This is an optimization exercise on Yosys and OpenROAD, whose aim is small area, a short achievable clock period and few clock cycles, not a production implementation. Only simulation tests tie the RTL to the original design; equivalence was not proved.

v6:
==> flow/design.v <==
module and2k(input a, input b, output y);
  assign y = a & b;
endmodule
module sfxzero(input [31:0] x, output [31:0] z);
  wire [31:0] l0 = ~x;
  wire [31:0] l1, l2, l3, l4, l5;
  genvar j;
  generate
    for (j = 0; j < 32; j = j + 1) begin : g
      if (j + 1 < 32) begin : a1 and2k u(l0[j], l0[j + 1], l1[j]); end else begin : b1 assign l1[j] = l0[j]; end
      if (j + 2 < 32) begin : a2 and2k u(l1[j], l1[j + 2], l2[j]); end else begin : b2 assign l2[j] = l1[j]; end
      if (j + 4 < 32) begin : a3 and2k u(l2[j], l2[j + 4], l3[j]); end else begin : b3 assign l3[j] = l2[j]; end
      if (j + 8 < 32) begin : a4 and2k u(l3[j], l3[j + 8], l4[j]); end else begin : b4 assign l4[j] = l3[j]; end
      if (j + 16 < 32) begin : a5 and2k u(l4[j], l4[j + 16], l5[j]); end else begin : b5 assign l5[j] = l4[j]; end
    end
  endgenerate
  assign z = l5;
endmodule
module expr_unit(
  input clk,
  input rst,
  input start,
  input [31:0] i1,
  input [31:0] i2,
  input [31:0] i3,
  output op_ready,
  output reg done,
  output [31:0] result
);
localparam SB = 4;                
localparam NG = (32 + SB - 1) / SB;  
localparam W  = SB * NG;
reg [31:0]   a_q, b_q, d_q;          
reg [31:0]   r_q;                    
reg [31:0]   acc_q;                  
reg [NG-1:0] grp_q;                  
reg          busy_q, first_q;
assign op_ready = ~busy_q;
assign result   = acc_q;
always @(posedge clk) begin
  a_q <= i1;
  b_q <= i2;
  d_q <= i3;
end
reg [31:0] az_q;
wire [31:0] az_in;
sfxzero u_az(.x(i1), .z(az_in));
always @(posedge clk) az_q <= az_in;
wire [32:0] az = {1'b1, az_q};
reg [NG-1:0] g1, need;
reg skq, mzp;
integer gi, pg, kk;
always @(*) begin
  for (gi = 0; gi < NG; gi = gi + 1) begin
    pg = W - SB * (gi + 1);
    skq = 1'b0;
    for (kk = 0; kk < 32; kk = kk + 1)
      if (pg + kk <= 32) skq = skq | (d_q[kk] & az[pg + kk]);
      else skq = skq | d_q[kk];
    mzp = (pg >= 32) ? 1'b1 : ~|((b_q & d_q) >> pg);
    need[gi] = (gi == NG - 1) | ~(skq & (az[pg > 32 ? 32 : pg] | mzp));
  end
  for (gi = 0; gi < NG; gi = gi + 1)
    g1[gi] = need[gi] & ((need & ((1 << gi) - 1)) == 0);
end
wire [NG-1:0] grp = first_q ? g1 : grp_q;
wire [31:0] m_w   = b_q & d_q;
wire        sel_m = (m_w <= a_q);
wire [31:0] x_w   = sel_m ? a_q : m_w;
wire [31:0] y_w   = sel_m ? m_w : a_q;
wire [31:0] s_w   = a_q + b_q;
wire [W-1:0] ap = {{(W-32){1'b0}}, a_q};
wire [W-1:0] yp = {{(W-32){1'b0}}, y_w};
reg [SB-1:0] abits, ybits;
reg [31:0]   rinit;
integer bi;
always @(*) begin
  abits = {SB{1'b0}};
  ybits = {SB{1'b0}};
  rinit = 32'd0;
  for (bi = 0; bi < NG; bi = bi + 1) begin
    abits = abits | (ap[W-1-SB*bi -: SB] & {SB{grp[bi]}});
    ybits = ybits | (yp[W-1-SB*bi -: SB] & {SB{grp[bi]}});
    rinit = rinit | ((a_q >> (W - SB * bi)) & {32{grp[bi]}});
  end
end
wire last = grp[NG-1];
reg [32:0] rr, t;
reg [31:0] rc;
reg [SB-1:0] q;
integer k;
always @(*) begin
  rc = first_q ? rinit : r_q;
  for (k = 0; k < SB; k = k + 1) begin
    rr = {rc, abits[SB-1-k]};
    t  = rr - {1'b0, d_q};
    q[SB-1-k] = ~t[32];
    rc = q[SB-1-k] ? t[31:0] : rr[31:0];
  end
end
reg [31:0] cs, cc, v, ns, nc, x0, x1;
integer j;
always @(*) begin
  cs = acc_q << SB;
  cc = 32'd0;
  for (j = 0; j < SB; j = j + 1) begin
    v  = ybits[j] ? (x_w << j) : 32'd0;
    ns = cs ^ cc ^ v;
    nc = (cs & cc) | (cs & v) | (cc & v);
    cs = ns;
    cc = {nc[30:0], 1'b0};
  end
  for (j = SB - 1; j >= 1; j = j - 1) begin
    v  = q[j] ? (s_w << j) : 32'd0;
    ns = cs ^ cc ^ v;
    nc = (cs & cc) | (cs & v) | (cc & v);
    cs = ns;
    cc = {nc[30:0], 1'b0};
  end
  x0 = cs + cc;
  ns = cs ^ cc ^ s_w;
  nc = (cs & cc) | (cs & s_w) | (cc & s_w);
  x1 = ns + {nc[30:0], 1'b0};
end
wire [31:0] acc_n = q[0] ? x1 : x0;
always @(posedge clk) begin
  if (busy_q) begin
    r_q   <= rc;
    acc_q <= acc_n;
    grp_q <= grp << 1;
  end else begin
    r_q   <= 32'd0;
    acc_q <= 32'd0;
  end
end
always @(posedge clk or posedge rst) begin
  if (rst) begin
    busy_q  <= 1'b0;
    first_q <= 1'b0;
    done    <= 1'b0;
  end else begin
    done    <= busy_q & last;
    first_q <= ~busy_q;
    if (~busy_q) busy_q <= start;
    else if (last) busy_q <= 1'b0;
  end
end
endmodule
make LEC_CHECK=0 CAP_MARGIN=20 CORE_MARGIN=2 CORE_UTILIZATION=40 SLEW_MARGIN=20 SYNTH_HIERARCHICAL=1 finish   # period 90.0 ns
run.sh (not shown) runs the stock make flow with config.mk's settings and CLKGATE_MAP_FILE= SYNTH_SCRIPT=/design/flow/synth_recipe.tcl, a recipe that flattens the netlist after the stock synthesis.
Testbench counts of v6, summed over its fixed seeds: cycles 2,079.
Setup changes, v6 to v7
--- a/flow/design.v
+++ b/flow/design.v
@@ -35,7 +35,8 @@
 reg [31:0]   acc_q;                  
 reg [NG-1:0] grp_q;                  
 reg          busy_q, first_q;
-assign op_ready = ~busy_q;
+reg          ready_q;                 
+assign op_ready = ready_q;
 assign result   = acc_q;
 always @(posedge clk) begin
   a_q <= i1;
@@ -101,7 +102,7 @@
 reg [31:0] cs, cc, v, ns, nc, x0, x1;
 integer j;
 always @(*) begin
-  cs = acc_q << SB;
+  cs = first_q ? 32'd0 : (acc_q << SB);
   cc = 32'd0;
   for (j = 0; j < SB; j = j + 1) begin
     v  = ybits[j] ? (x_w << j) : 32'd0;
@@ -124,14 +125,13 @@
 end
 wire [31:0] acc_n = q[0] ? x1 : x0;
 always @(posedge clk) begin
-  if (busy_q) begin
-    r_q   <= rc;
-    acc_q <= acc_n;
-    grp_q <= grp << 1;
-  end else begin
-    r_q   <= 32'd0;
-    acc_q <= 32'd0;
-  end
+  r_q   <= rc;
+  acc_q <= acc_n;
+  grp_q <= grp << 1;
+end
+always @(posedge clk or posedge rst) begin
+  if (rst) ready_q <= 1'b1;
+  else     ready_q <= busy_q ? last : ~start;
 end
 always @(posedge clk or posedge rst) begin
   if (rst) begin
==> summary.txt <==
- Every stage of the flow completed for v7, and the final layout passed the timing, DRC and antenna checks.
- The final reports for v7 and v6 show delay of the slowest cell on the worst path higher in the former.
- v7: area of the core 3.6% below v6
- Final critical-path setup slack (v7 over v6): increase, 0.15 ns
- v7 — cell count about 4% lower, v6 as reference
- The final reports for v7 and v6 show final clock period utilization by the worst path lower in the former.
- The lower clock-buffer cell count of v7 and v6 is in v6.
- Global-route wire length before repair in v7 is 3.2 mm lower than in v6
- v6 has a lower all-layer global routing usage than v7.
- Taking v6 as the reference, in v7 cell count after synthesis down 3.8%; routed metal-1 wire length increased 2.3%.
- v7 vs v6 — flip-flop and latch count rose 1.
- Summary — fmax, v7 relative to v6: higher, by about 0.7%.
Testbench counts of v7, summed over its fixed seeds: cycles 2,079.

* * *

lane 1:
Another version of the RTL of expr_unit (not shown whole).
Size in the first run: about 2900 cells after synthesis.
==> module expr_unit, before the edit <==
module expr_unit(
  input clk,
  input rst,
  input start,
  input [31:0] i1,
  input [31:0] i2,
  input [31:0] i3,
  output op_ready,
  output reg done,
  output [31:0] result
);
localparam SB = 4;                
localparam NG = (32 + SB - 1) / SB;  
localparam W  = SB * NG;
reg [31:0]   a_q, b_q, d_q;          
reg [31:0]   az_q;                   
reg [31:0]   r_q;                    
reg [31:0]   acc_q;                  
reg [NG-1:0] grp_q;                  
reg          busy_q, first_q;
reg          ready_q;                 
assign op_ready = ready_q;
assign result   = acc_q;
wire [31:0] az_in;
sfxzero u_az(.x(i1), .z(az_in));
always @(posedge clk) begin
  a_q  <= i1;
  b_q  <= i2;
  d_q  <= i3;
  az_q <= az_in;
end
wire [31:0] m_w = b_q & d_q;
wire [NG-1:0] g1;
grpsel #(.SB(SB), .NG(NG)) u_grp(.az(az_q), .d(d_q), .m(m_w), .g1(g1));
wire [NG-1:0] grp = first_q ? g1 : grp_q;
wire last = grp[NG-1];
wire        sel_m = (m_w <= a_q);
wire [31:0] x_w   = sel_m ? a_q : m_w;
wire [31:0] y_w   = sel_m ? m_w : a_q;
wire [31:0] s_w   = a_q + b_q;
wire [W-1:0] ap = {{(W-32){1'b0}}, a_q};
wire [W-1:0] yp = {{(W-32){1'b0}}, y_w};
reg [SB-1:0] abits, ybits;
reg [31:0]   rinit;
integer bi;
always @(*) begin
  abits = {SB{1'b0}};
  ybits = {SB{1'b0}};
  rinit = 32'd0;
  for (bi = 0; bi < NG; bi = bi + 1) begin
    abits = abits | (ap[W-1-SB*bi -: SB] & {SB{grp[bi]}});
    ybits = ybits | (yp[W-1-SB*bi -: SB] & {SB{grp[bi]}});
    rinit = rinit | ((a_q >> (W - SB * bi)) & {32{grp[bi]}});
  end
end
wire [31:0] rs [0:SB];
wire [SB-1:0] q;
assign rs[0] = first_q ? rinit : r_q;
genvar k;
generate
  for (k = 0; k < SB; k = k + 1) begin : st
    divstage u(.r(rs[k]), .a(abits[SB-1-k]), .d(d_q), .rn(rs[k+1]), .q(q[SB-1-k]));
  end
endgenerate
wire [31:0] acc_n;
wire        d_zero = (d_q == 32'd0);
wire [31:0] acc_in = first_q ? (d_zero ? ~s_w : 32'd0) : acc_q;
wire        acc_ci = first_q & d_zero;
hacc #(.SB(SB)) u_acc(.acc(acc_in), .cin(acc_ci), .x(x_w), .s(s_w), .yb(ybits), .q(q), .accn(acc_n));
always @(posedge clk) begin
  r_q   <= rs[SB];
  acc_q <= acc_n;
  grp_q <= grp << 1;
end
always @(posedge clk) ready_q <= busy_q ? last : ~start;
always @(posedge clk or posedge rst) begin
  if (rst) begin
    busy_q  <= 1'b0;
    first_q <= 1'b0;
    done    <= 1'b0;
  end else begin
    done    <= busy_q & last;
    first_q <= ~busy_q;
    if (~busy_q) busy_q <= start;
    else if (last) busy_q <= 1'b0;
  end
end
endmodule
export LEC_CHECK = 0
export CAP_MARGIN = 20
export CORE_MARGIN = 2
export CORE_UTILIZATION = 40
export SLEW_MARGIN = 20
export SYNTH_HIERARCHICAL = 1
create_clock -name core_clock -period 90.0 [get_ports {clk}]
standard.sh (not shown) runs the stock make flow with config.mk's settings and CLKGATE_MAP_FILE= SYNTH_SCRIPT=/design/flow/synth_recipe.tcl, a recipe that flattens the netlist after the stock synthesis.
==> flow/flow/run.sh <==
#!/bin/bash
# The standard layout (standard.sh: the ORFS flow with the standard
# synthesis), with
#  - the port buffers that ORFS inserts made plain buf_2 cells instead of
#    the delay buffers buffer_ports picks by default;
#  - ORFS's own timing repair (after CTS and after global routing) asked to
#    keep a setup slack margin, so that it sizes the few paths that set the
#    achieved period instead of stopping as soon as the 90 ns clock is met.
set -euo pipefail
export BUFFER_PORTS_ARGS="-buffer_cell sky130_fd_sc_hd__buf_2"
export SETUP_SLACK_MARGIN=70.9
bash standard.sh > flow.log 2>&1
Lane 1 | status: complete | timing, DRC, antenna: pass
Testbench counts of lane 1, summed over its fixed seeds: cycles 2,016.
## Diff of input files: lane 2 against lane 1
--- a/flow/design.v
+++ b/flow/design.v
@@ -116,7 +116,7 @@
   output reg done,
   output [31:0] result
 );
-localparam SB = 4;                
+localparam SB = 5;                
 localparam NG = (32 + SB - 1) / SB;  
 localparam W  = SB * NG;
 reg [31:0]   a_q, b_q, d_q;          
@@ -179,7 +179,10 @@
   acc_q <= acc_n;
   grp_q <= grp << 1;
 end
-always @(posedge clk) ready_q <= busy_q ? last : ~start;
+always @(posedge clk or posedge rst) begin
+  if (rst) ready_q <= 1'b1;
+  else     ready_q <= busy_q ? last : ~start;
+end
 always @(posedge clk or posedge rst) begin
   if (rst) begin
     busy_q  <= 1'b0;
Results
In lane 2, met1 wire length is higher than in lane 1.
Note that the final cell count recorded for lane 2 amounts to 1.10 times the value seen in lane 1.
Comparing lane 2 and lane 1, the higher placed cell area is on lane 2.
Multi-input gate area in the final layout, lane 2 and lane 1, lower one = lane 1.
Lane 2 has fraction of layout instances using a drive strength above 1 below what lane 1 had.
Post-synthesis cell area on lane 2 is behind lane 1.
Launching element of the worst setup path: ready_q -> lane 2, acc_q[27] -> lane 1
Testbench counts of lane 2, summed over its fixed seeds: cycles 1,766.

==> what the ideal ports hide <==
In the flow no input, the clock included, has a driving cell. The finished layouts below were timed again as built, in two steps. Step 1 assumes that a clkbuf_16 drives the clock port and a buf_2 every other input. Step 2 times the ports against the registers' clock, not the clock port: input delays grow and output delays shrink by t, the midpoint of the rising clock arrivals with the driver on. Three values: no drivers, after step 1, after step 2; two values: the first two.
run | t (ns) | setup WS [ns] | worst hold slack (ns) | clock arrival spread, ns
v6 | 0.575 | 69.880 / 69.811 / 70.386 | 0.809 / 0.809 / 0.809 | 0.027 / 0.027
v7 | 0.554 | 70.027 / 70.027 / 70.027 | 0.441 / 0.441 / 0.441 | 0.024 / 0.024
lane 1 | 0.573 | 71.009 / 70.944 / 70.916 | 0.452 / 0.452 / 0.452 | 0.019 / 0.019
lane 2 | 0.567 | 70.850 / 70.785 / 70.907 | 0.442 / 0.442 / 0.442 | 0.023 / 0.023
After both steps setup and hold are still met in every run listed. For lane 1, which loses most, drivers alone change the setup slack by -0.065 ns; drivers and shift together by -0.093 ns.
